This is an optimization exercise on Yosys and OpenROAD, whose aim is small area, a short achievable clock period and few clock cycles per item, not a production implementation. In this exercise RTL edits were held to simulation tests only and were not proved equivalent to the original.

harbor:
Design xtea_cores, start of the top module:
module xtea_cores (
    input wire clk,
    input wire rst_i,
    input wire valid_i,
    input wire en_i,
    input wire [63:0] data_a_i,
    input wire [63:0] data_b_i,
    input wire [127:0] key,
    input wire decrypt_i,
    output wire [63:0] result_a_o,
    output wire [63:0] result_b_o,
    output reg valid_o,
    output reg busy_o
);
For scale: roughly 2400 cells after synthesis, roughly 330 flip-flops, about 390 I/O pins, roughly 22000 um2 of cells after synthesis.
Settings: LEC_CHECK=0, CAP_MARGIN=20, CORE_MARGIN=2, CORE_UTILIZATION=55, PLACE_DENSITY=0.72, SETUP_SLACK_MARGIN=2.2, SLEW_MARGIN=20; clock period 7.0 ns.
standard.sh (not shown) runs the stock make flow with config.mk's settings and CLKGATE_MAP_FILE= SYNTH_SCRIPT=/design/flow/synth_recipe.tcl, a recipe that flattens the netlist after the stock synthesis.
==> flow/flow/run.sh <==
#!/bin/bash
# Standard ORFS layout, but the port buffers are the smallest buffer cell and
# CTS uses smaller buffers and no dummy loads.
set -euo pipefail
export BUFFER_PORTS_ARGS="-buffer_cell sky130_fd_sc_hd__buf_1"
export CTS_ARGS="-sink_clustering_enable -repair_clock_nets -dont_use_dummy_load -buf_list {sky130_fd_sc_hd__clkbuf_4 sky130_fd_sc_hd__clkbuf_8}"
bash standard.sh > standard_make.log 2>&1
Testbench counts of harbor, summed over its fixed seeds: cycles 25,346, items 768.
[inputs] raven vs harbor
- SETUP_SLACK_MARGIN: 2.2 -> 3
- CORE_UTILIZATION: 55 -> 40
- PLACE_DENSITY: 0.72 -> unset
- ABC_AREA: unset -> 1
Findings:
Synthesized cell area ends up higher on raven. In the reports for raven and harbor, the smaller cell area belongs to harbor. harbor ended with every stage complete and zero timing, DRC or antenna violations. raven ran to completion and came out clean on the timing, DRC and antenna checks. Re via count of the first global-routing pass: raven is 4111 up on harbor. Against harbor as the reference, raven delivers a lower post-route minimum period. Of raven and harbor, it is raven that has the higher gate count of the mapped netlist. The count of buffers added by post-CTS timing repair for setup in raven was lower than what harbor gave. Compared with harbor, in raven final hold slack dropped 0.033 ns; count of non-filler cells in the finished layout climbed 1236.
> inputs changed (raven -> tundra)
- swapping 3 for 4 in SETUP_SLACK_MARGIN
==> notes.md <==
Comparing raven and tundra, the higher worst stage delay on the critical path is on raven.
raven has a lower met1 track demand over resource than tundra.
Going from raven to tundra, fraction of the cycle the final worst path needs moved down; area growth from synthesis to layout now larger; minimum clock period decreased by 0.041 ns relative to the old numbers.
Initial antenna violation count: raven and tundra compared, higher one is raven
Modified inputs, quartz compared to tundra
- SETUP_SLACK_MARGIN: 4 -> 2.2
--- outcome ---
Sequential share of layout area: tundra and quartz compared, higher one is quartz
Compared with tundra, in quartz final hold slack +0.014 ns.
When quartz is measured against tundra, its count of placed standard cells in the final layout, fillers left out turns out 253 lower.
quartz vs tundra, final period utilization went up by 7.6 points.
Looking at minimum clock period after layout across both flows, quartz is the weaker of the two, with tundra ahead.
quartz against tundra: buffers inserted during post-CTS setup optimization shows a reduction of 152, maximum frequency shows a reduction of 12%.
Edits applied to the flow inputs when going from quartz to willow:
- ABC_AREA removed (was 1)
Findings:
- The area after synthesis in quartz is 1.11 times that in willow.
- XOR/XNOR share of the synthesized area in willow is 3.8 points above quartz.
- In the tables for willow and quartz, wire length of the first global-routing pass reads higher with quartz.
- In willow, the fraction of area in registers came out 1.6 points above the value in quartz.
- willow ended up with a311o_1 as its cell with the largest stage delay on the worst path; quartz ended up with dfxtp_1.
- Looking at shortest period the worst path allows across willow and quartz, the one that comes out lower is quartz.
- Between quartz and willow, cell area after layout decreased.
- Looking only at number of distinct standard cells referenced by the synthesized netlist, and setting everything else aside, the higher value of willow and quartz goes to willow.
- In the metrics for willow and quartz, the one carrying the lower instance count on the critical path is willow.

[re-timing with driven ports]
The flow's constraints put no driver on any port. The routed layouts listed below were extracted and timed again, unchanged, in two steps.
Step 1 (the two cells are an assumption about what drives the block):
set clk [get_ports {clk}]
set_driving_cell -lib_cell sky130_fd_sc_hd__clkbuf_16 $clk
set_driving_cell -lib_cell sky130_fd_sc_hd__buf_2 [delete_from_list [all_inputs] $clk]
Step 2 moves the port delays by t, midway between the first and last clock arrival at a register: inputs arrive t later, outputs are due t later. That takes back most of the time a late clock gives input paths.
Slacks: ideal / step 1 / step 2; pairs: ideal / step 1.
| run | shift t [ns] | slack for setup (ns) | cell pins on the clock port's net |
|---|---|---|---|
| harbor | 0.671 | 2.217 / 2.217 / 2.217 | 1 |
| raven | 0.709 | 3.219 / 3.219 / 3.219 | 1 |
| tundra | 0.712 | 3.260 / 3.260 / 3.260 | 1 |
| quartz | 0.688 | 2.728 / 2.728 / 2.728 | 1 |
| willow | 0.689 | 2.234 / 2.234 / 2.234 | 1 |
After both steps setup and hold are still met in every run listed.
